From an optimization exercise on the open Yosys and OpenROAD flow, aimed at small area; shortcuts taken in it are not production practice. The RTL was checked by simulation tests, not by an equivalence proof against the original design. Power is estimated from default activity; no workload was simulated.

**flow/flow/run.sh**
```bash
#!/bin/bash
# The standard layout (standard.sh), with two changes to how it is made:
#  - the port buffers use the smallest buffer cell (buf_1) instead of ORFS's default choice;
#  - clock tree synthesis clusters up to 16 flip-flops within 60 um per clkbuf_8 buffer and inserts no
#    dummy loads (the same arguments ORFS passes otherwise).
# The make output goes to standard.log in this folder; ORFS keeps each step's own log
# under orfs/logs.
set -euo pipefail
export BUFFER_PORTS_ARGS="-buffer_cell sky130_fd_sc_hd__buf_1"
export CTS_ARGS="-sink_clustering_enable -repair_clock_nets -sink_clustering_size 16 -sink_clustering_max_diameter 60 -dont_use_dummy_load -buf_list sky130_fd_sc_hd__clkbuf_8"
bash standard.sh > standard.log 2>&1
```
**flow/constraint.sdc**
```tcl
create_clock -name core_clock -period 10.0 [get_ports {board_clk}]
set_input_delay 2.0000 -clock core_clock [delete_from_list [all_inputs] [get_ports {board_clk}]]
set_output_delay 2.0000 -clock core_clock [all_outputs]
set_load 0.01 [all_outputs]
```
**flow/design.v**
```verilog
module blockGame(board_clk, rst, VGA_R, VGA_G, VGA_B, hsync, vsync, clk, blank_n, up, down, left, right, levelselect1, levelselect2);
input board_clk, rst;
input up, down, left, right;
input levelselect1, levelselect2;
output hsync, vsync, clk, blank_n;
output [7:0] VGA_R, VGA_G, VGA_B;
function automatic inxc(input [9:0] xx, input [9:0] b, input [9:0] w);
	inxc = (xx > b) && (xx < b + w);
endfunction
function automatic inx(input [9:0] xx, input [9:0] b, input [9:0] w);
	reg [10:0] c; reg [9:0] d; integer i;
	begin
		c[0] = 1'b0;
		for (i = 0; i < 10; i = i + 1) begin
			d[i] = xx[i] ^ ~b[i] ^ c[i];
			c[i+1] = (xx[i] & ~b[i]) | (xx[i] & c[i]) | (~b[i] & c[i]);
		end
		inx = c[10] && (d < w - 10'd1);
	end
endfunction
function automatic [9:0] add10(input [9:0] p, input [9:0] q);
	reg c; integer i;
	begin
		c = 1'b0;
		for (i = 0; i < 10; i = i + 1) begin
			add10[i] = p[i] ^ q[i] ^ c;
			c = (p[i] & q[i]) | (p[i] & c) | (q[i] & c);
		end
	end
endfunction
function automatic [8:0] add9(input [8:0] p, input [8:0] q);
	reg c; integer i;
	begin
		c = 1'b0;
		for (i = 0; i < 9; i = i + 1) begin
			add9[i] = p[i] ^ q[i] ^ c;
			c = (p[i] & q[i]) | (p[i] & c) | (q[i] & c);
		end
	end
endfunction
function automatic [6:0] add7(input [6:0] p, input [6:0] q);
	reg c; integer i;
	begin
		c = 1'b0;
		for (i = 0; i < 7; i = i + 1) begin
			add7[i] = p[i] ^ q[i] ^ c;
			c = (p[i] & q[i]) | (p[i] & c) | (q[i] & c);
		end
	end
endfunction
function automatic [7:0] add8(input [7:0] p, input [7:0] q);
	reg c; integer i;
	begin
		c = 1'b0;
		for (i = 0; i < 8; i = i + 1) begin
			add8[i] = p[i] ^ q[i] ^ c;
			c = (p[i] & q[i]) | (p[i] & c) | (q[i] & c);
		end
	end
endfunction
function automatic [13:0] inc14c(input [13:0] p, input ci);
	reg c; integer i;
	begin
		c = ci;
		for (i = 0; i < 14; i = i + 1) begin
			inc14c[i] = p[i] ^ c;
			c = p[i] & c;
		end
	end
endfunction
function automatic [9:0] inc10c(input [9:0] p, input ci);
	reg c; integer i;
	begin
		c = ci;
		for (i = 0; i < 10; i = i + 1) begin
			inc10c[i] = p[i] ^ c;
			c = p[i] & c;
		end
	end
endfunction
reg a, s;
always @(posedge board_clk) begin
	if (rst) begin a <= 1'b0; s <= 1'b0; end
	else begin a <= ~a; s <= s | a; end
end
wire clk_en = a | rst;
assign clk = s & ~a;
reg [13:0] h;
wire h_end = h[13] & h[12] & h[7] & h[6] & h[4] & h[2];	 
always @(posedge board_clk) begin
	if (rst) h <= 14'd6250;
	else h <= (h_end & a) ? 14'd0 : inc14c(h, a);
end
wire upd_s = h_end & ~a;	 
wire upd   = h_end & a;		 
reg [9:0] px, py;
wire pinc = a & s;
wire px_end = px[9] & px[8] & px[4] & px[3] & px[0];	 
wire py_end = py[9] & py[3] & py[2] & py[0];		 
wire pyinc = pinc & px_end;
always @(posedge board_clk) begin
	if (rst) begin px <= 10'd0; py <= 10'd0; end
	else begin
		px <= pyinc ? 10'd0 : inc10c(px, pinc);
		py <= (pyinc & py_end) ? 10'd0 : inc10c(py, pyinc);
	end
end
wire [9:0] x = px;
wire [9:0] y = py;
assign blank_n = (x < 10'd640) && (y < 10'd480);
assign hsync = ~((x >= 10'd655) && (x < 10'd747));
assign vsync = ~((y >= 10'd490) && (y < 10'd492));
wire screen = blank_n;
wire border = (x < 10'd75) || ((x >= 10'd566) && (x < 10'd641)) || (y < 10'd75) || ((y >= 10'd406) && (y < 10'd481));
wire end_zone = (x >= 10'd540) && (x <= 10'd565) && (y >= 10'd75) && (y <= 10'd100);
wire go_text =
	(((y >= 10'd200) && (y < 10'd210)) && (((x >= 10'd210) && (x < 10'd250)) || ((x >= 10'd290) && (x < 10'd300)) || ((x >= 10'd340) && (x < 10'd350)) || ((x >= 10'd380) && (x < 10'd390)) || ((x >= 10'd410) && (x < 10'd460)))) ||
	(((y >= 10'd210) && (y < 10'd220)) && (((x >= 10'd200) && (x < 10'd210)) || ((x >= 10'd280) && (x < 10'd290)) || ((x >= 10'd300) && (x < 10'd310)) || ((x >= 10'd340) && (x < 10'd360)) || ((x >= 10'd370) && (x < 10'd390)) || ((x >= 10'd410) && (x < 10'd420)))) ||
	(((y >= 10'd220) && (y < 10'd230)) && (((x >= 10'd200) && (x < 10'd210)) || ((x >= 10'd230) && (x < 10'd250)) || ((x >= 10'd270) && (x < 10'd280)) || ((x >= 10'd310) && (x < 10'd320)) || ((x >= 10'd340) && (x < 10'd350)) || ((x >= 10'd360) && (x < 10'd370)) || ((x >= 10'd380) && (x < 10'd390)) || ((x >= 10'd410) && (x < 10'd440)))) ||
	(((y >= 10'd230) && (y < 10'd240)) && (((x >= 10'd200) && (x < 10'd210)) || ((x >= 10'd240) && (x < 10'd250)) || ((x >= 10'd270) && (x < 10'd320)) || ((x >= 10'd340) && (x < 10'd350)) || ((x >= 10'd380) && (x < 10'd390)) || ((x >= 10'd410) && (x < 10'd420)))) ||
	(((y >= 10'd240) && (y < 10'd250)) && (((x >= 10'd210) && (x < 10'd250)) || ((x >= 10'd270) && (x < 10'd280)) || ((x >= 10'd310) && (x < 10'd320)) || ((x >= 10'd340) && (x < 10'd350)) || ((x >= 10'd380) && (x < 10'd390)) || ((x >= 10'd410) && (x < 10'd460)))) ||
	(((y >= 10'd260) && (y < 10'd270)) && (((x >= 10'd210) && (x < 10'd240)) || ((x >= 10'd270) && (x < 10'd280)) || ((x >= 10'd310) && (x < 10'd320)) || ((x >= 10'd340) && (x < 10'd390)) || ((x >= 10'd410) && (x < 10'd450)))) ||
	(((y >= 10'd270) && (y < 10'd280)) && (((x >= 10'd200) && (x < 10'd210)) || ((x >= 10'd240) && (x < 10'd250)) || ((x >= 10'd270) && (x < 10'd280)) || ((x >= 10'd310) && (x < 10'd320)) || ((x >= 10'd340) && (x < 10'd350)) || ((x >= 10'd410) && (x < 10'd420)) || ((x >= 10'd450) && (x < 10'd460)))) ||
	(((y >= 10'd280) && (y < 10'd290)) && (((x >= 10'd200) && (x < 10'd210)) || ((x >= 10'd240) && (x < 10'd250)) || ((x >= 10'd270) && (x < 10'd280)) || ((x >= 10'd310) && (x < 10'd320)) || ((x >= 10'd340) && (x < 10'd370)) || ((x >= 10'd410) && (x < 10'd450)))) ||
	(((y >= 10'd290) && (y < 10'd300)) && (((x >= 10'd200) && (x < 10'd210)) || ((x >= 10'd240) && (x < 10'd250)) || ((x >= 10'd280) && (x < 10'd290)) || ((x >= 10'd300) && (x < 10'd310)) || ((x >= 10'd340) && (x < 10'd350)) || ((x >= 10'd410) && (x < 10'd420)) || ((x >= 10'd450) && (x < 10'd460)))) ||
	(((y >= 10'd300) && (y < 10'd310)) && (((x >= 10'd210) && (x < 10'd240)) || ((x >= 10'd290) && (x < 10'd300)) || ((x >= 10'd340) && (x < 10'd390)) || ((x >= 10'd410) && (x < 10'd420)) || ((x >= 10'd450) && (x < 10'd460))));
wire win_text =
	(((y >= 10'd230) && (y < 10'd240)) && (((x >= 10'd230) && (x < 10'd240)) || ((x >= 10'd270) && (x < 10'd280)) || ((x >= 10'd300) && (x < 10'd350)) || ((x >= 10'd370) && (x < 10'd380)) || ((x >= 10'd410) && (x < 10'd420)) || ((x >= 10'd430) && (x < 10'd440)))) ||
	(((y >= 10'd240) && (y < 10'd250)) && (((x >= 10'd230) && (x < 10'd240)) || ((x >= 10'd270) && (x < 10'd280)) || ((x >= 10'd320) && (x < 10'd330)) || ((x >= 10'd370) && (x < 10'd390)) || ((x >= 10'd410) && (x < 10'd420)) || ((x >= 10'd430) && (x < 10'd440)))) ||
	(((y >= 10'd250) && (y < 10'd260)) && (((x >= 10'd230) && (x < 10'd240)) || ((x >= 10'd250) && (x < 10'd260)) || ((x >= 10'd270) && (x < 10'd280)) || ((x >= 10'd320) && (x < 10'd330)) || ((x >= 10'd370) && (x < 10'd380)) || ((x >= 10'd390) && (x < 10'd400)) || ((x >= 10'd410) && (x < 10'd420)) || ((x >= 10'd430) && (x < 10'd440)))) ||
	(((y >= 10'd260) && (y < 10'd270)) && (((x >= 10'd230) && (x < 10'd250)) || ((x >= 10'd260) && (x < 10'd280)) || ((x >= 10'd320) && (x < 10'd330)) || ((x >= 10'd370) && (x < 10'd380)) || ((x >= 10'd400) && (x < 10'd420)))) ||
	(((y >= 10'd270) && (y < 10'd280)) && (((x >= 10'd230) && (x < 10'd240)) || ((x >= 10'd270) && (x < 10'd280)) || ((x >= 10'd300) && (x < 10'd350)) || ((x >= 10'd370) && (x < 10'd380)) || ((x >= 10'd410) && (x < 10'd420)) || ((x >= 10'd430) && (x < 10'd440))));
wire level_text =
	(((y >= 10'd35) && (y < 10'd37)) && (((x >= 10'd300) && (x < 10'd302)) || ((x >= 10'd312) && (x < 10'd322)) || ((x >= 10'd324) && (x < 10'd326)) || ((x >= 10'd332) && (x < 10'd334)) || ((x >= 10'd336) && (x < 10'd346)) || ((x >= 10'd348) && (x < 10'd350)))) ||
	(((y >= 10'd37) && (y < 10'd39)) && (((x >= 10'd300) && (x < 10'd302)) || ((x >= 10'd312) && (x < 10'd314)) || ((x >= 10'd324) && (x < 10'd326)) || ((x >= 10'd332) && (x < 10'd334)) || ((x >= 10'd336) && (x < 10'd338)) || ((x >= 10'd348) && (x < 10'd350)))) ||
	(((y >= 10'd39) && (y < 10'd41)) && (((x >= 10'd300) && (x < 10'd302)) || ((x >= 10'd312) && (x < 10'd318)) || ((x >= 10'd324) && (x < 10'd326)) || ((x >= 10'd332) && (x < 10'd334)) || ((x >= 10'd336) && (x < 10'd342)) || ((x >= 10'd348) && (x < 10'd350)))) ||
	(((y >= 10'd41) && (y < 10'd43)) && (((x >= 10'd300) && (x < 10'd302)) || ((x >= 10'd312) && (x < 10'd314)) || ((x >= 10'd326) && (x < 10'd328)) || ((x >= 10'd330) && (x < 10'd332)) || ((x >= 10'd336) && (x < 10'd338)) || ((x >= 10'd348) && (x < 10'd350)))) ||
	(((y >= 10'd43) && (y < 10'd45)) && (((x >= 10'd300) && (x < 10'd310)) || ((x >= 10'd312) && (x < 10'd322)) || ((x >= 10'd328) && (x < 10'd330)) || ((x >= 10'd336) && (x < 10'd346)) || ((x >= 10'd348) && (x < 10'd358))));
wire num0_text = (((y >= 10'd35) && (y < 10'd37)) && ((x >= 10'd362) && (x < 10'd366))) || (((y >= 10'd37) && (y < 10'd43)) && ((x >= 10'd360) && (x < 10'd362))) || (((y >= 10'd37) && (y < 10'd43)) && ((x >= 10'd366) && (x < 10'd368))) || (((y >= 10'd43) && (y < 10'd45)) && ((x >= 10'd362) && (x < 10'd366)));
wire num1_text = (((y >= 10'd35) && (y < 10'd37)) && ((x >= 10'd362) && (x < 10'd366))) || (((y >= 10'd37) && (y < 10'd43)) && ((x >= 10'd364) && (x < 10'd366))) || (((y >= 10'd43) && (y < 10'd45)) && ((x >= 10'd362) && (x < 10'd368)));
wire num2_text = (((y >= 10'd35) && (y < 10'd37)) && ((x >= 10'd360) && (x < 10'd368))) || (((y >= 10'd37) && (y < 10'd39)) && ((x >= 10'd368) && (x < 10'd370))) || (((y >= 10'd39) && (y < 10'd41)) && ((x >= 10'd362) && (x < 10'd368))) || (((y >= 10'd41) && (y < 10'd43)) && ((x >= 10'd360) && (x < 10'd362))) || (((y >= 10'd43) && (y < 10'd45)) && ((x >= 10'd360) && (x < 10'd370)));
reg pact, pact_d;
reg [1:0] pdir;
wire pu = ~up, pd = ~down, pl = ~left, pr = ~right;
always @(posedge board_clk) begin
	if (rst) begin
		pact <= 1'b0; pact_d <= 1'b0; pdir <= 2'd0;
	end else if (upd_s) begin
		pact_d <= pact;
		if (pact)
			pact <= (pdir == 2'd0) ? pu : (pdir == 2'd1) ? pd : (pdir == 2'd2) ? pl : pr;
		else begin
			pact <= pu | pd | pl | pr;
			pdir <= pu ? 2'd0 : pd ? 2'd1 : pl ? 2'd2 : 2'd3;
		end
	end
end
reg u2;
always @(posedge board_clk) u2 <= upd;
wire u1 = upd;
reg [9:0] x1a, x1b;	 
reg [7:0] x2a, x2b;	 
reg [8:0] x3a, x3b;	 
reg [7:0] x4a, x4b;	 
reg [8:0] y1a, y1b;	 
reg [8:0] y2a, y2b;	 
reg [8:0] y3a, y3b;	 
reg [6:0] l2v1y;
wire [9:0] l1h3x = x1b;
wire [7:0] l1h1x_1 = ~x2a;
wire [7:0] l2h2x = ~x2b;
wire [8:0] l2h5x = x3b;
wire [8:0] l2h1x_1 = x3a;
wire [8:0] l2h6x = {x4b[6:0], 2'b11};
wire [8:0] l1v5y = ~y1b;
wire [8:0] l1v1y_1 = ~y1a;
wire [8:0] l1v3y = y2b;
wire [8:0] l2v3y = y3b;
wire [9:0] l0hx = x1b;
wire [7:0] l1h1x = ~x2b;
wire [8:0] l2h1x = x3b;
wire [7:0] plx_h = x4b;
wire [8:0] l1v1y = ~y1b;
wire [8:0] l0vy = y2b;
wire [8:0] ply = y3b;
reg l1lag2, l1lag4, l1lag5, l1lagv2, l1lagv4, l1lagv6, l2lag3, l2lag4, l2lagv2, l2lagv4, l2lagv5;
wire c1 = (~l1h1x_1[0] & ~l1h1x_1[3] & ~l1h1x_1[6] & ~l1h1x_1[7]), c3 = (~l1h3x[1] & l1h3x[2] & l1h3x[6]);
wire l1h_rs3 = ~c1 & ~l1lag2 & c3;
wire l1h_mv = ~c1 & ~l1lag2 & ~c3 & ~l1lag4 & ~l1lag5;
wire f1 = (~l1v1y_1[0] & ~l1v1y_1[4] & ~l1v1y_1[5] & l1v1y_1[7]), f3 = (l1v3y[3] & l1v3y[5] & ~l1v3y[6]), f5 = (l1v5y[0] & l1v5y[6] & ~l1v5y[7]);
wire l1v_rs3 = ~f1 & ~l1lagv2 & f3;
wire l1v_rs5 = ~f1 & ~l1lagv2 & ~f3 & ~l1lagv4 & f5;
wire l1v_mv = ~f1 & ~l1lagv2 & ~f3 & ~l1lagv4 & ~f5 & ~l1lagv6;
wire e1 = (~l2h1x_1[2] & ~l2h1x_1[4] & ~l2h1x_1[5] & l2h1x_1[6]), e2 = (~l2h2x[2] & ~l2h2x[4] & ~l2h2x[5] & l2h2x[6]), e5 = (l2h5x[4] & l2h5x[5] & l2h5x[7] & l2h5x[8]), e6 = (~x4b[0] & ~x4b[1] & ~x4b[2] & ~x4b[4] & ~x4b[6]);
wire l2h_rs2 = ~e1 & e2;
wire l2h_n = ~e1 & ~e2 & ~l2lag3 & ~l2lag4;
wire l2h_rs5 = l2h_n & e5;
wire l2h_rs6 = l2h_n & ~e5 & e6;
wire l2h_mv = l2h_n & ~e5 & ~e6;
wire g1 = (~l2v1y[0] & ~l2v1y[4] & ~l2v1y[5]), g3 = (~l2v3y[7] & ~l2v3y[8]);
wire l2v_rs3 = ~g1 & ~l2lagv2 & g3;
wire l2v_mv = ~g1 & ~l2lagv2 & ~g3 & ~l2lagv4 & ~l2lagv5;
reg l1h_mv2, l2h_mv2, l1v_mv2;	 
always @(posedge board_clk) begin
	l1h_mv2 <= u1 & l1h_mv;
	l2h_mv2 <= u1 & l2h_mv;
	l1v_mv2 <= u1 & l1v_mv;
end
always @(posedge board_clk) begin
	if (rst) begin
		l1lag2 <= 1'b0; l1lag4 <= 1'b0; l1lag5 <= 1'b0; l1lagv2 <= 1'b0; l1lagv4 <= 1'b0; l1lagv6 <= 1'b0;
		l2lag3 <= 1'b0; l2lag4 <= 1'b0; l2lagv2 <= 1'b0; l2lagv4 <= 1'b0; l2lagv5 <= 1'b0;
		l2v1y <= 7'd125;
	end else if (u1) begin
		if (c1) l1lag2 <= 1'b1; else if (l1lag2) l1lag2 <= 1'b0;
		if (l1h_rs3) begin l1lag4 <= 1'b1; l1lag5 <= 1'b1; end
		else if (~c1 & ~l1lag2 & ~c3) begin
			if (l1lag4) l1lag4 <= 1'b0; else if (l1lag5) l1lag5 <= 1'b0;
		end
		if (f1) l1lagv2 <= 1'b1; else if (l1lagv2) l1lagv2 <= 1'b0;
		if (l1v_rs3) l1lagv4 <= 1'b1; else if (~f1 & ~l1lagv2 & ~f3 & l1lagv4) l1lagv4 <= 1'b0;
		if (l1v_rs5) l1lagv6 <= 1'b1; else if (~f1 & ~l1lagv2 & ~f3 & ~l1lagv4 & ~f5 & l1lagv6) l1lagv6 <= 1'b0;
		if (l2h_rs2) begin l2lag3 <= 1'b1; l2lag4 <= 1'b1; end
		else if (~e1 & ~e2) begin
			if (l2lag3) l2lag3 <= 1'b0; else if (l2lag4) l2lag4 <= 1'b0;
		end
		if (g1) begin l2v1y <= 7'd125; l2lagv2 <= 1'b1; l2lagv5 <= 1'b1; end
		else if (l2lagv2) l2lagv2 <= 1'b0;
		else if (~g3) begin
			if (l2lagv4) l2lagv4 <= 1'b0;
			else if (l2lagv5) l2lagv5 <= 1'b0;
			else l2v1y <= add7(l2v1y, -7'd3);
		end
		if (l2v_rs3) l2lagv4 <= 1'b1;
	end
end
wire px_l = pact_d & (pdir == 2'd2), px_r = pact_d & (pdir == 2'd3);
wire py_u = pact_d & (pdir == 2'd0), py_d = pact_d & (pdir == 2'd1);
wire first = ~a & ~s;
wire ra = rst | a;
wire fx1 = rst | first | (u1 & l1h_rs3) | (u2 & ~x1b[0] & ~x1b[1] & ~x1b[2] & ~x1b[3] & ~x1b[5] & ~x1b[6] & ~x1b[8] & ~x1b[9]);
wire fx2 = rst | first | (u1 & l2h_rs2) | (u2 & ~l1h1x[0] & ~l1h1x[3] & ~l1h1x[6] & ~l1h1x[7]);
wire fx3 = rst | first | (u1 & l2h_rs5) | (u2 & ~x3b[2] & ~x3b[4] & ~x3b[5] & x3b[6]);
wire fx4 = rst | first | (u1 & l2h_rs6);
wire fy1 = rst | first | (u1 & l1v_rs5) | (u2 & ~l1v1y[0] & ~l1v1y[4] & ~l1v1y[5] & l1v1y[7]);
wire fy2 = rst | first | (u1 & l1v_rs3) | (u2 & ~y2b[0] & y2b[3] & y2b[7] & y2b[8]);
wire fy3 = rst | first | (u1 & l2v_rs3);
wire mvx1 = (u1 & l1h_mv) | u2;
wire mvx2 = (u1 & l2h_mv) | (u2 & l1h_mv2);
wire mvx3 = (u1 & l2h_mv) | (u2 & l2h_mv2);
wire mvx4 = (u1 & l2h_mv) | (u2 & (px_l | px_r));
wire mvy1 = (u1 & l1v_mv) | (u2 & l1v_mv2);
wire mvy2 = (u1 & l1v_mv) | u2;
wire mvy3 = (u1 & l2v_mv) | (u2 & (py_u | py_d));
wire [9:0] nx1 = fx1 ? (ra ? 10'd510 : first ? 10'd566 : 10'd616) : mvx1 ? add10(x1b, a ? 10'd3 : -10'd7) : x1b;
wire [7:0] nx2 = fx2 ? ~(ra ? 8'd165 : 8'd215) : add8(x2b, mvx2 ? (a ? 8'd2 : 8'd3) : 8'd0);
wire [8:0] nx3 = fx3 ? 9'd165 : mvx3 ? add9(x3b, a ? 9'd5 : -9'd1) : x3b;
wire [7:0] nx4 = fx4 ? (ra ? 8'd113 : 8'd18) : mvx4 ? add8(x4b, (a | px_l) ? -8'd1 : 8'd1) : x4b;
wire [8:0] ny1 = fy1 ? ~(ra ? 9'd300 : 9'd336) : add9(y1b, mvy1 ? 9'd3 : 9'd0);
wire [8:0] ny2 = fy2 ? (ra ? 9'd336 : first ? 9'd75 : 9'd25) : add9(y2b, mvy2 ? (a ? 9'd3 : 9'd5) : 9'd0);
wire [8:0] ny3 = fy3 ? (ra ? 9'd340 : 9'd385) : mvy3 ? add9(y3b, a ? -9'd9 : py_u ? -9'd4 : 9'd4) : y3b;
always @(posedge board_clk) begin
	x1b <= x1a; x2b <= x2a; x3b <= x3a; x4b <= x4a; y1b <= y1a; y2b <= y2a; y3b <= y3a;
	x1a <= nx1; x2a <= nx2; x3a <= nx3; x4a <= nx4; y1a <= ny1; y2a <= ny2; y3a <= ny3;
end
function automatic inxw(input [9:0] xx, input [9:0] b, input [9:0] wa, input [9:0] wb, input ph);
	reg [10:0] c; reg [9:0] d; integer i;
	begin
		c[0] = 1'b0;
		for (i = 0; i < 10; i = i + 1) begin
			d[i] = xx[i] ^ ~b[i] ^ c[i];
			c[i+1] = (xx[i] & ~b[i]) | (xx[i] & c[i]) | (~b[i] & c[i]);
		end
		inxw = c[10] && (ph ? (d < wb - 10'd1) : (d < wa - 10'd1));
	end
endfunction
wire cx1 = inxw(x, x1a, 10'd20, 10'd50, a);
wire cx2 = inxw(x, {2'b0, ~x2a}, 10'd15, 10'd20, a);
wire cx3 = inxw(x, {1'b0, x3a}, 10'd25, 10'd15, a);
wire cx4 = inxw(x, {x4a, 2'b11}, 10'd25, 10'd20, a);
wire cy1 = inxw(y, {1'b0, ~y1a}, 10'd20, 10'd20, a);
wire cy2 = inxw(y, {1'b0, y2a}, 10'd20, 10'd50, a);
wire cy3 = inxw(y, {1'b0, y3a}, 10'd20, 10'd20, a);
reg kx1, kx2, kx3, kx4, ky1, ky2, ky3;	 
always @(posedge board_clk) begin
	kx1 <= cx1; kx2 <= cx2; kx3 <= cx3; kx4 <= cx4; ky1 <= cy1; ky2 <= cy2; ky3 <= cy3;
end
wire xl1h3 = kx1, xl0h = cx1;
wire xl2h2 = kx2, xl1h1 = cx2;
wire xl2h5 = kx3, xl2h1 = cx3;
wire xl2h6 = kx4, xpl = cx4;
wire yl1v5 = ky1, yl1v1 = cy1;
wire yl1v3 = ky2, yl0v = cy2;
wire yl2v3 = ky3, ypl = cy3;
wire yl2v1 = inx(y, {3'b0, l2v1y}, 10'd10);
wire player = xpl && ypl;
wire l0_v = inxc(x, 10'd300, 10'd50) && yl0v;
wire l0_h = xl0h && inxc(y, 10'd249, 10'd50);
wire l0_s = inxc(x, 10'd515, 10'd50) && inxc(y, 10'd100, 10'd50);
wire l1_s1 = inxc(x, 10'd70, 10'd75) && inxc(y, 10'd70, 10'd75);
wire l1_s2 = inxc(x, 10'd200, 10'd75) && inxc(y, 10'd155, 10'd75);
wire l1_s3 = inxc(x, 10'd200, 10'd75) && inxc(y, 10'd331, 10'd75);
wire l1_s4 = inxc(x, 10'd455, 10'd75) && inxc(y, 10'd290, 10'd75);
wire l1_s5 = inxc(x, 10'd455, 10'd75) && inxc(y, 10'd70, 10'd75);
wire l1_h1 = xl1h1 && inxc(y, 10'd165, 10'd20);
wire l1_h2 = (l1lag2 ? inxc(x, 10'd50, 10'd20) : xl1h1) && inxc(y, 10'd210, 10'd20);
wire l1_h3 = xl1h3 && inxc(y, 10'd340, 10'd20);
wire l1_h4 = (l1lag4 ? inxc(x, 10'd588, 10'd20) : xl1h3) && inxc(y, 10'd300, 10'd20);
wire l1_h5 = (l1lag5 ? inxc(x, 10'd588, 10'd20) : xl1h3) && inxc(y, 10'd120, 10'd20);
wire l1_v1 = inxc(x, 10'd205, 10'd20) && yl1v1;
wire l1_v2 = inxc(x, 10'd250, 10'd20) && (l1lagv2 ? inxc(y, 10'd204, 10'd20) : yl1v1);
wire l1_v3 = inxc(x, 10'd460, 10'd20) && yl1v3;
wire l1_v4 = inxc(x, 10'd505, 10'd20) && (l1lagv4 ? inxc(y, 10'd426, 10'd20) : yl1v3);
wire l1_v5 = inxc(x, 10'd460, 10'd20) && yl1v5;
wire l1_v6 = inxc(x, 10'd505, 10'd20) && (l1lagv6 ? inxc(y, 10'd123, 10'd20) : yl1v5);
wire l2_s  = inxc(x, 10'd165, 10'd412) && inxc(y, 10'd125, 10'd281);
wire l2_h1 = xl2h1 && inxc(y, 10'd350, 10'd15);
wire l2_h2 = xl2h2 && inxc(y, 10'd315, 10'd15);
wire l2_h3 = (l2lag3 ? inxc(x, 10'd75, 10'd15) : xl2h2) && inxc(y, 10'd280, 10'd15);
wire l2_h4 = (l2lag4 ? inxc(x, 10'd75, 10'd15) : xl2h2) && inxc(y, 10'd245, 10'd15);
wire l2_h5 = xl2h5 && inxc(y, 10'd75, 10'd25);
wire l2_h6 = xl2h6 && inxc(y, 10'd100, 10'd25);
wire l2_v1 = inxc(x, 10'd515, 10'd10) && yl2v1;
wire l2_v2 = inxc(x, 10'd490, 10'd10) && (l2lagv2 ? inxc(y, 10'd74, 10'd10) : yl2v1);
wire l2_v3 = inxc(x, 10'd75, 10'd20) && yl2v3;
wire l2_v4 = inxc(x, 10'd105, 10'd20) && (l2lagv4 ? inxc(y, 10'd124, 10'd20) : yl2v3);
wire l2_v5 = inxc(x, 10'd540, 10'd10) && (l2lagv5 ? inxc(y, 10'd74, 10'd10) : yl2v1);
wire sel0 = ~levelselect1 & ~levelselect2;
wire sel1 = levelselect1 & ~levelselect2;
wire [15:0] v0 = {13'd0, l0_s, l0_h, l0_v};
wire [15:0] v1 = {l1_v6, l1_v5, l1_v4, l1_v3, l1_v2, l1_v1, l1_h5, l1_h4, l1_h3, l1_h2, l1_h1, l1_s5, l1_s4, l1_s3, l1_s2, l1_s1};
wire [15:0] v2 = {4'd0, l2_v5, l2_v4, l2_v3, l2_v2, l2_v1, l2_h6, l2_h5, l2_h4, l2_h3, l2_h2, l2_h1, l2_s};
wire [15:0] bv = sel0 ? v0 : sel1 ? v1 : v2;
reg fb0, fb1, fb2, fb34, fb56, fb79, fb1011, fb1215;
always @(posedge board_clk) if (clk_en) begin
	fb0 <= bv[0]; fb1 <= bv[1]; fb2 <= bv[2];
	fb34 <= bv[3] | bv[4];
	fb56 <= bv[5] | bv[6];
	fb79 <= bv[7] | bv[8] | bv[9];
	fb1011 <= bv[10] | bv[11];
	fb1215 <= |bv[15:12];
end
wire f012 = fb0 | fb1 | fb2;
wire f04 = f012 | fb34;
wire f011 = f04 | fb56 | fb79 | fb1011;
wire fall = f011 | fb1215;
wire f1015 = fb1011 | fb1215;
wire f711 = fb79 | fb1011;
reg cw, cl, cd;
wire goal = player & end_zone;
wire hitbox = player & (border | fall);
always @(posedge board_clk) if (clk_en) begin
	if (rst) begin
		cw <= 1'b0; cl <= 1'b0; cd <= 1'b0;
	end else begin
		cw <= cw | (~cl & goal);
		cl <= cl | (~cw & ~goal & hitbox);
		cd <= cw | cl;
	end
end
wire win = cw & cd, game_over = cl & cd;
reg R, G, B;
always @(posedge board_clk) if (clk_en) begin
	if (game_over) begin
		R <= screen & ~go_text; G <= 1'b0; B <= 1'b0;
	end else if (win) begin
		R <= 1'b0; G <= screen & ~win_text; B <= 1'b0;
	end else if (sel0) begin
		R <= (border & ~level_text & ~num0_text) | player | fb2;
		G <= (border & ~level_text & ~num0_text) | end_zone | fb0;
		B <= ~player & ((border & ~level_text & ~num0_text) | f012);
	end else if (sel1) begin
		R <= (border & ~level_text & ~num1_text) | player | f04;
		G <= (border & ~level_text & ~num1_text) | end_zone | f1015;
		B <= ~player & ((border & ~level_text & ~num1_text) | fall);
	end else begin
		R <= (border & ~level_text & ~num2_text) | player | fb0;
		G <= (border & ~level_text & ~num2_text) | end_zone | f711;
		B <= ~player & ((border & ~level_text & ~num2_text) | f011);
	end
end
reg oR, oG, oB;
always @(posedge board_clk) if (clk_en) begin
	oR <= R; oG <= G; oB <= B;
end
assign VGA_R = {8{oR}};
assign VGA_G = {8{oG}};
assign VGA_B = {8{oB}};
endmodule
```
**flow/standard.sh**
```bash
#!/bin/bash
# synth_recipe.tcl (not shown) runs the flow's synth.tcl, then flattens the netlist and writes it again
# the make line also repeats each setting of config.mk as NAME=value (left out here)
make -C /OpenROAD-flow-scripts/flow DESIGN_CONFIG=/design/flow/config.mk WORK_HOME=/design/flow/orfs CLKGATE_MAP_FILE= SYNTH_SCRIPT=/design/flow/synth_recipe.tcl "${@:-finish}"
```
**flow/config.mk**
```make
export PLATFORM = sky130hd
export DESIGN_NAME = blockGame
export DESIGN_NICKNAME = blockGame
export VERILOG_FILES = /design/flow/design.v
export SDC_FILE = /design/flow/constraint.sdc
export NUM_CORES = 4
export LEC_CHECK = 0
export CAP_MARGIN = 20
export CORE_MARGIN = 2
export CORE_UTILIZATION = 40
export SLEW_MARGIN = 20
```
==> flow_summary.ini, run 1 <==
[yosys]
syn_area_per_cell_um2 = 8.77
yosys_register_bits = 210
yosysWarnings = 1
synthesis.area_um2 = 13600
synth_edf_count = 17
synthMuxAreaShare_pct = 1.37
netlist_instances = 1552
synth_fp_nets = 1727
synth-simple-area-share_pct = 20.1
ys.flop_type = dfxtp_1
synth_xor_area_share_pct = 1.35
synthArstFlopShare_pct = 0
synth_fa_ha_area_share_pct = 20.4
yosysSeqAreaShare_pct = 32.1
ys_types = 85
synth_compound_area_share_pct = 16.6
ys_top_cells_by_area = dfxtp_1 28%, fa_1 13%, ha_1 7.3%
synth.largest_area_cell = dfxtp_1
synth_top_family_by_area = adder cells
synth_top_area_share_pct = 28.4

[route]
highest_layer = met4
wl_met3_mm = 3.28
route.detailed.drc = 0
vias = 11622
first_iter_violations = 1182
ant_nets = 0
avgViaCountPerCell = 5.85
met2_length_mm = 18.8
wirelength_met1_mm = 18.3
dr.pass1.iters = 6
route.detailed.wl_per_inst_um = 21.2
wirelength_mm = 42.0

[power]
ir_worst_vdd_mv = 0.0814
power_leakage_nw = 5.79
pwr_density_cell_nw_per_um2 = 108

[clock_network]
cts_tree = done
cts_resized = 0
clock_latency_ps = 590
cts_setup_buffers = 0
htree_num_levels = 1
cts_buffers = 25
cts-root-buf = clkbuf_8
clock_path_buffers = 3
clock-sinks = 210
clk_pin_slew_ps = 100
cts.hold.buffers_added = 0

[setup_path]
crit_fanout = 19
cp.depth = 24
start_kind = register
rrSetupSlack_ps = 4620
crit_slowest_cell = dfxtp_1
required_ps = 10430
crit_type = register to register
path_cells = inv_1, fa_1, inv_1, fa_1, inv_1, fa_1, fa_1, fa_1, inv_1, fa_1, inv_1, fa_1, inv_1, fa_1, inv_1, ha_1, nand4b_1, nor3_1, o21ai_0, nor2_1, a31oi_1, nor3_1, a32oi_1, o21ai_0
crit_buf_inv = 7
crit_arrival_ps = 5800
cpMostUsedCell = fa_1
reg2reg_depth = 24
crit_family = adder cells
critical-path-max-stage-delay_ps = 830
critPathCaptureType = register

[timing]
post-route-period-util_pct = 53.8
rsz0062_at_grt = no
slew-limit-headroom_pct = 29.1
setup_viol = 0
drv_slew = 0
fmax_mhz = 186
fin_setup_tns_ps = 0
hold_viol = 0
period_minus_slack_ps = 5380
skew_ps = 93.0
fin_ws_ps = 4620
worstMarginPinSlew_ps = 1060

[status]
status = complete, no violations

[hold_path]
hold_path.class = register to register
hold_depth = 0

[cells_and_area]
fin_util_pct = 42.8
layout_common_cells = 192 x dfxtp_1, 150 x inv_1, 128 x nor2_1
layout_commonest_cell = dfxtp_1
area_delta_synth_final_pct = 5.54
fin_nets = 1715
antenna_cells = 0
drive_gt1_share_pct = 5.85

[global_route]
antenna_found_initial = 0
track_usage_pct = 23.9
grt_pass1_vias = 11476
grt_max_degree = 44
grt_pass1_wl_mm = 66.7
gr-total-overflow = 0

[job]
maxCapViolCount = 0

[die]
ios = 36
rows = 67
dieArea_um2 = 35500
core_region_area_um2 = 33500
die_h_um = 188
die_w_um = 188
start_util_pct = 40.6

[placement]
io_buffer_count = 35
place.gp.congestion = 0.968
dp_slack_ps = 4680
hpwl_mm = 31.1
==> sequential cells by signal, summed over array words and instances (netlist names), 10 cells and up <==
signal  cells
px         10
x1a        10
py         10
x1b        10
h          14
==> where the power goes <==
| group | switching [mW] | internal [mW] | leakage, nW |
|---|---|---|---|
| combinational | 0.0752 | 0.0493 | 3.86 |
| sequential | 0.0313 | 0.884 | 1.75 |
| clock | 0.289 | 0.220 | 0.180 |
| total | 0.396 | 1.15 | 5.79 |
==> cell usage after synthesis, types with 26 or more instances <==
cell type and instances:
inv_1 150, a21oi_1 88, dfxtp_1 193, nand2_1 114, and2_1 41, nor2_1 128
nor3_1 43, a31oi_1 26, nand3_1 43, o21ai_0 73, ha_1 79, clkbuf_1 41
fa_1 88
==> cell families (layout without fill, tap and decap cells) <==
group                      count (synthesis)  in the layout
AOI/OAI and AO/OA                        347            347
xor gates and xnor gates                  21             21
adders and majority gates                169            169
buffers and inverters                    257            243
DFF                                      210            210
muxes                                     16             16
and+or+nand+nor                          532            532
==> per-layer routing <==
metal / track usage (%) / up-vias
li1: - / 5384
met1: 32.7 / 5574
met2: 37.8 / 551
met3: 3.76 / 113
met4: 9.71 / 0
met5: 0 / -
==> final timing paths <==
path / start / end
worst max-delay path: py[1] / fb1011
worst min-delay path: y3a[0] / y3b[0]
worst max register to register: py[1] / fb1011
worst min register to register: y3a[0] / y3b[0]
==> area by class of cell <==
class,instances,area [µm²]
Tap cell,448,561
Clock buffer,25,344
Fill cell,3389,19200
Multi-Input combinational cell,1085,8160
Sequential cell,210,4380
Inverter,155,582
Timing Repair Buffer,63,343
==> per-stage QoR <==
step                total power [mW]  hold slack, ps  instances  instance area (µm²)
floorplan                       1.02             331       1552                13600
global placement                1.06             334       1961                14000
detailed placement              1.06             335       1961                14000
CTS                             1.57             317       1986                14300
global route                    1.63             314       1986                14400
finish                          1.55             315       1986                14400
==> run 2, diff against run 1 <==
--- a/flow/design.v
+++ b/flow/design.v
@@ -160,25 +160,24 @@
 wire u1 = upd;
 reg [9:0] x1a, x1b;	 
 reg [7:0] x2a, x2b;	 
-reg [8:0] x3a, x3b;	 
+reg [9:0] x3a, x3b;	 
 reg [7:0] x4a, x4b;	 
 reg [8:0] y1a, y1b;	 
 reg [8:0] y2a, y2b;	 
 reg [8:0] y3a, y3b;	 
 reg [6:0] l2v1y;
-wire [9:0] l1h3x = x1b;
+wire [9:0] l1h3x = x1a;
 wire [7:0] l1h1x_1 = ~x2a;
 wire [7:0] l2h2x = ~x2b;
-wire [8:0] l2h5x = x3b;
-wire [8:0] l2h1x_1 = x3a;
+wire [8:0] l2h5x = x1b[8:0];
+wire [7:0] l2h1x = ~x3b[7:0];
 wire [8:0] l2h6x = {x4b[6:0], 2'b11};
 wire [8:0] l1v5y = ~y1b;
 wire [8:0] l1v1y_1 = ~y1a;
 wire [8:0] l1v3y = y2b;
 wire [8:0] l2v3y = y3b;
-wire [9:0] l0hx = x1b;
+wire [9:0] l0hx = ~x3b;
 wire [7:0] l1h1x = ~x2b;
-wire [8:0] l2h1x = x3b;
 wire [7:0] plx_h = x4b;
 wire [8:0] l1v1y = ~y1b;
 wire [8:0] l0vy = y2b;
@@ -191,7 +190,7 @@
 wire l1v_rs3 = ~f1 & ~l1lagv2 & f3;
 wire l1v_rs5 = ~f1 & ~l1lagv2 & ~f3 & ~l1lagv4 & f5;
 wire l1v_mv = ~f1 & ~l1lagv2 & ~f3 & ~l1lagv4 & ~f5 & ~l1lagv6;
-wire e1 = (~l2h1x_1[2] & ~l2h1x_1[4] & ~l2h1x_1[5] & l2h1x_1[6]), e2 = (~l2h2x[2] & ~l2h2x[4] & ~l2h2x[5] & l2h2x[6]), e5 = (l2h5x[4] & l2h5x[5] & l2h5x[7] & l2h5x[8]), e6 = (~x4b[0] & ~x4b[1] & ~x4b[2] & ~x4b[4] & ~x4b[6]);
+wire e1 = (~l2h1x[2] & ~l2h1x[4] & ~l2h1x[5] & l2h1x[6]), e2 = (~l2h2x[2] & ~l2h2x[4] & ~l2h2x[5] & l2h2x[6]), e5 = (l2h5x[4] & l2h5x[5] & l2h5x[7] & l2h5x[8]), e6 = (~x4b[0] & ~x4b[1] & ~x4b[2] & ~x4b[4] & ~x4b[6]);
 wire l2h_rs2 = ~e1 & e2;
 wire l2h_n = ~e1 & ~e2 & ~l2lag3 & ~l2lag4;
 wire l2h_rs5 = l2h_n & e5;
@@ -200,10 +199,10 @@
 wire g1 = (~l2v1y[0] & ~l2v1y[4] & ~l2v1y[5]), g3 = (~l2v3y[7] & ~l2v3y[8]);
 wire l2v_rs3 = ~g1 & ~l2lagv2 & g3;
 wire l2v_mv = ~g1 & ~l2lagv2 & ~g3 & ~l2lagv4 & ~l2lagv5;
-reg l1h_mv2, l2h_mv2, l1v_mv2;	 
+reg l1h_mv2, l1h_rs32, l1v_mv2;	 
 always @(posedge board_clk) begin
 	l1h_mv2 <= u1 & l1h_mv;
-	l2h_mv2 <= u1 & l2h_mv;
+	l1h_rs32 <= u1 & l1h_rs3;
 	l1v_mv2 <= u1 & l1v_mv;
 end
 always @(posedge board_clk) begin
@@ -238,23 +237,23 @@
 wire py_u = pact_d & (pdir == 2'd0), py_d = pact_d & (pdir == 2'd1);
 wire first = ~a & ~s;
 wire ra = rst | a;
-wire fx1 = rst | first | (u1 & l1h_rs3) | (u2 & ~x1b[0] & ~x1b[1] & ~x1b[2] & ~x1b[3] & ~x1b[5] & ~x1b[6] & ~x1b[8] & ~x1b[9]);
+wire fx1 = rst | first | (u1 & l2h_rs5) | (u2 & l1h_rs32);
 wire fx2 = rst | first | (u1 & l2h_rs2) | (u2 & ~l1h1x[0] & ~l1h1x[3] & ~l1h1x[6] & ~l1h1x[7]);
-wire fx3 = rst | first | (u1 & l2h_rs5) | (u2 & ~x3b[2] & ~x3b[4] & ~x3b[5] & x3b[6]);
+wire fx3 = rst | first | (u1 & e1) | (u2 & ~l0hx[0] & ~l0hx[1] & ~l0hx[2] & ~l0hx[3] & ~l0hx[5] & ~l0hx[6] & ~l0hx[8] & ~l0hx[9]);
 wire fx4 = rst | first | (u1 & l2h_rs6);
 wire fy1 = rst | first | (u1 & l1v_rs5) | (u2 & ~l1v1y[0] & ~l1v1y[4] & ~l1v1y[5] & l1v1y[7]);
 wire fy2 = rst | first | (u1 & l1v_rs3) | (u2 & ~y2b[0] & y2b[3] & y2b[7] & y2b[8]);
 wire fy3 = rst | first | (u1 & l2v_rs3);
-wire mvx1 = (u1 & l1h_mv) | u2;
+wire mvx1 = (u1 & l2h_mv) | (u2 & l1h_mv2);
 wire mvx2 = (u1 & l2h_mv) | (u2 & l1h_mv2);
-wire mvx3 = (u1 & l2h_mv) | (u2 & l2h_mv2);
+wire mvx3 = (u1 & l2h_mv) | u2;
 wire mvx4 = (u1 & l2h_mv) | (u2 & (px_l | px_r));
 wire mvy1 = (u1 & l1v_mv) | (u2 & l1v_mv2);
 wire mvy2 = (u1 & l1v_mv) | u2;
 wire mvy3 = (u1 & l2v_mv) | (u2 & (py_u | py_d));
-wire [9:0] nx1 = fx1 ? (ra ? 10'd510 : first ? 10'd566 : 10'd616) : mvx1 ? add10(x1b, a ? 10'd3 : -10'd7) : x1b;
+wire [9:0] nx1 = fx1 ? (ra ? 10'd165 : 10'd510) : add10(x1b, mvx1 ? (a ? 10'd5 : 10'd3) : 10'd0);
 wire [7:0] nx2 = fx2 ? ~(ra ? 8'd165 : 8'd215) : add8(x2b, mvx2 ? (a ? 8'd2 : 8'd3) : 8'd0);
-wire [8:0] nx3 = fx3 ? 9'd165 : mvx3 ? add9(x3b, a ? 9'd5 : -9'd1) : x3b;
+wire [9:0] nx3 = fx3 ? ~(ra ? 10'd165 : first ? 10'd566 : 10'd616) : add10(x3b, mvx3 ? (a ? 10'd1 : 10'd7) : 10'd0);
 wire [7:0] nx4 = fx4 ? (ra ? 8'd113 : 8'd18) : mvx4 ? add8(x4b, (a | px_l) ? -8'd1 : 8'd1) : x4b;
 wire [8:0] ny1 = fy1 ? ~(ra ? 9'd300 : 9'd336) : add9(y1b, mvy1 ? 9'd3 : 9'd0);
 wire [8:0] ny2 = fy2 ? (ra ? 9'd336 : first ? 9'd75 : 9'd25) : add9(y2b, mvy2 ? (a ? 9'd3 : 9'd5) : 9'd0);
@@ -274,9 +273,9 @@
 		inxw = c[10] && (ph ? (d < wb - 10'd1) : (d < wa - 10'd1));
 	end
 endfunction
-wire cx1 = inxw(x, x1a, 10'd20, 10'd50, a);
+wire cx1 = inxw(x, x1a, 10'd25, 10'd20, a);
 wire cx2 = inxw(x, {2'b0, ~x2a}, 10'd15, 10'd20, a);
-wire cx3 = inxw(x, {1'b0, x3a}, 10'd25, 10'd15, a);
+wire cx3 = inxw(x, ~x3a, 10'd15, 10'd50, a);
 wire cx4 = inxw(x, {x4a, 2'b11}, 10'd25, 10'd20, a);
 wire cy1 = inxw(y, {1'b0, ~y1a}, 10'd20, 10'd20, a);
 wire cy2 = inxw(y, {1'b0, y2a}, 10'd20, 10'd50, a);
@@ -285,9 +284,9 @@
 always @(posedge board_clk) begin
 	kx1 <= cx1; kx2 <= cx2; kx3 <= cx3; kx4 <= cx4; ky1 <= cy1; ky2 <= cy2; ky3 <= cy3;
 end
-wire xl1h3 = kx1, xl0h = cx1;
+wire xl2h5 = kx1, xl1h3 = cx1;
 wire xl2h2 = kx2, xl1h1 = cx2;
-wire xl2h5 = kx3, xl2h1 = cx3;
+wire xl2h1 = kx3, xl0h = cx3;
 wire xl2h6 = kx4, xpl = cx4;
 wire yl1v5 = ky1, yl1v1 = cy1;
 wire yl1v3 = ky2, yl0v = cy2;
==> flow/flow/run.sh (replaced) <==
#!/bin/bash
# The standard layout (standard.sh), with two changes to how it is made:
#  - the port buffers use the smallest buffer cell (buf_1) instead of ORFS's default choice;
#  - clock tree synthesis clusters up to 25 flip-flops per leaf buffer and inserts no
#    dummy loads (the same arguments ORFS passes otherwise).
# The make output goes to standard.log in this folder; ORFS keeps each step's own log
# under orfs/logs.
set -euo pipefail
export BUFFER_PORTS_ARGS="-buffer_cell sky130_fd_sc_hd__buf_1"
export CTS_ARGS="-sink_clustering_enable -repair_clock_nets -sink_clustering_size 25 -sink_clustering_max_diameter 90 -dont_use_dummy_load"
bash standard.sh > standard.log 2>&1
==> run 2 against run 1 <==
Compared with the run above: still clean; final cell count down 3.2%; synthesized area down 1.4%; sequential power up 1%; non-clock buffer count down 4; clock skew down 18 ps; critical path type unchanged; largest cell class unchanged.
==> flow_summary.ini, run 2 <==
[setup_path]
crit_slowest_cell = a2111oi_0
start_kind = register
crit_fanout = 24
critPathCaptureType = register
crit_family = adder cells
crit-reg2reg-launch = py[1]
path_cells = buf_4, clkinv_1, fa_1, inv_1, fa_1, fa_1, inv_1, fa_1, inv_1, fa_1, inv_1, fa_1, ha_1, ha_1, ha_1, nand4b_1, a2111oi_0, mux2i_1, a211oi_1, o21ai_0, o21ai_0
crit_type = register to register
critical-path-max-stage-delay_ps = 820
crit_buf_inv = 6
reg2reg_depth = 21
cpMostUsedCell = fa_1
crit_arrival_ps = 5760
required_ps = 10320
timing.rr.end = fb1011
crit_start = py[1]
rrSetupSlack_ps = 4560

[yosys]
ys_top_cells_by_area = dfxtp_1 29%, fa_1 12%, ha_1 8.5%
yosysWarnings = 1
synthArstFlopShare_pct = 0
synth.largest_area_cell = dfxtp_1
netlist_instances = 1506
ys_types = 86
synth_edf_count = 17
syn_area_per_cell_um2 = 8.91
synth_top_area_share_pct = 29.1
ys.flop_type = dfxtp_1
yosys_register_bits = 212
synth_fp_nets = 1685
yosysSeqAreaShare_pct = 32.9
yosys-top-cells-count = 195 x dfxtp_1, 130 x inv_1, 106 x nor2_1, 100 x nand2_1
synth.most_common_cell = dfxtp_1
synthesis.area_um2 = 13400

[die]
ios = 36
dieArea_um2 = 35000
die_h_um = 187
core_region_area_um2 = 33300
start_util_pct = 40.3
rows = 67
die_w_um = 187

[cells_and_area]
layout_commonest_cell = dfxtp_1
final_cells = 1923
area_delta_synth_final_pct = 5.49
largest-register = h
largest_register_ffs = 14
fin_nets = 1656
layout_common_cells = 195 x dfxtp_1, 130 x inv_1, 106 x nor2_1
antenna_cells = 0
design_area_um2 = 14200
fin_util_pct = 42.5
drive_gt1_share_pct = 4.95

[clock_network]
cts_resized = 0
cts_buffers = 15
cts.hold.buffers_added = 0
clock_path_buffers = 3
clock_latency_ps = 520
cts-root-buf = clkbuf_16
htree_num_levels = 1
cts_tree = done
clock-sinks = 212
clk_pin_slew_ps = 100
cts_setup_buffers = 0

[timing]
drv_slew = 0
fin_ws_ps = 4560
setup_viol = 0
worstMarginPinSlew_ps = 1120
fmax_mhz = 184
post-route-period-util_pct = 54.4
skew_ps = 75.1
fin_setup_tns_ps = 0
slew-limit-headroom_pct = 23.6
whs_ps = 335
period_minus_slack_ps = 5440
rsz0062_at_grt = no
hold_viol = 0

[placement]
io_buffer_count = 35
dp_cells = 1908
hpwl_mm = 30.0
place.gp.congestion = 1.01
dp_slack_ps = 4630
dpl_cell_area_um2 = 13800

[power]
switching_share_pct = 24.6
power_leakage_nw = 5.70
power_frac_clock_pct = 34.8
ir_worst_vdd_mv = 0.0840
switching_power_mw = 0.394
p_seq_share_pct = 57.7
pwr_density_cell_nw_per_um2 = 113
total_power_mw = 1.60
p_comb_share_pct = 7.5
p_int_mw = 1.21

[status]
status = complete, no violations

[global_route]
grt_max_degree = 46
track_usage_pct = 23.3
gr-total-overflow = 0
antenna_found_initial = 0
grt_pass1_vias = 11064
grt_pass1_wl_mm = 64.5

[route]
wirelength_mm = 40.7
first_iter_violations = 1237
ant_nets = 0
route.detailed.drc = 0
route.detailed.wl_per_inst_um = 21.2
vias = 11262
dr.pass1.iters = 5
avgViaCountPerCell = 5.86

[hold_path]
min-delay-start = y2a[0]
hold_end = y2b[0]
hold_path.class = register to register
hold_depth = 0

[job]
maxCapViolCount = 0
run 2: power groups by stage:
stage / Clock [mW] / Combinational [mW] / Sequential (mW)
3_5_place_dp: 0 / 0.120 / 0.945
2_1_floorplan: 0 / 0.0947 / 0.935
3_3_place_gp: 0 / 0.119 / 0.944
4_1_cts: 0.580 / 0.121 / 0.927
5_1_grt: 0.610 / 0.138 / 0.932
6_report: 0.558 / 0.120 / 0.927
run 2: metal layers:
layer	GRT usage, %	wire [µm]	vias up
met5	0	0	-
met2	36.2	18100	488
met3	3.96	2900	112
met1	32.1	17900	5457
li1	-	-	5205
met4	10.0	1860	0
run 2: logic make-up (layout without fill, tap and decap cells):
family / after synthesis / in the layout / synth area share [%]
AND/OR/NAND/NOR: 502 / 502 / 19.7
adder cells (fa/ha/maj): 173 / 173 / 20.6
multiplexers: 14 / 14 / 1.25
buffers and inverters: 243 / 212 / 7.67
XOR/XNOR: 19 / 19 / 1.24
AO/OA/AOI/OAI: 343 / 343 / 16.7
flip-flops: 212 / 212 / 32.9
run 2: area by class of cell:
type / count / area (µm²)
Inverter: 138 / 518
Clock buffer: 15 / 375
Tap cell: 448 / 561
Timing Repair Buffer: 59 / 313
Multi-Input combinational cell: 1051 / 7980
Sequential cell: 212 / 4410
Fill cell: 3330 / 19100
run 2: worst max-delay path by stage:
stage | to | slack (ps) | depth (start not counted)
floorplan | fb1011 | 4930 | 22
global placement | fb1011 | 4860 | 21
detailed placement | fb1011 | 4630 | 21
CTS | fb1011 | 4600 | 21
global route | fb1011 | 4070 | 21
finish | fb1011 | 4560 | 21

-- what the ideal ports hide --
No port has a modelled driver above. Below, the same layouts with a new extraction and two added sets of constraints.
Step 1, drivers: a clkbuf_16 drives board_clk and a buf_2 each remaining input, both assumed.
Step 2 also shifts input and output timing later by t, the mid clock arrival at the registers, as if the neighbouring blocks saw the same clock.
Slacks: ideal ports / drivers / drivers and shift; pairs: ideal ports / drivers.
run | shift t [ns] | setup WS [ns] | worst data-port slew with drivers (ns)
run 1 | 0.592 | 4.621 / 4.621 / 4.621 | 0.04
run 2 | 0.534 | 4.559 / 4.559 / 4.559 | 0.03
After both steps setup and hold are still met in every run listed.
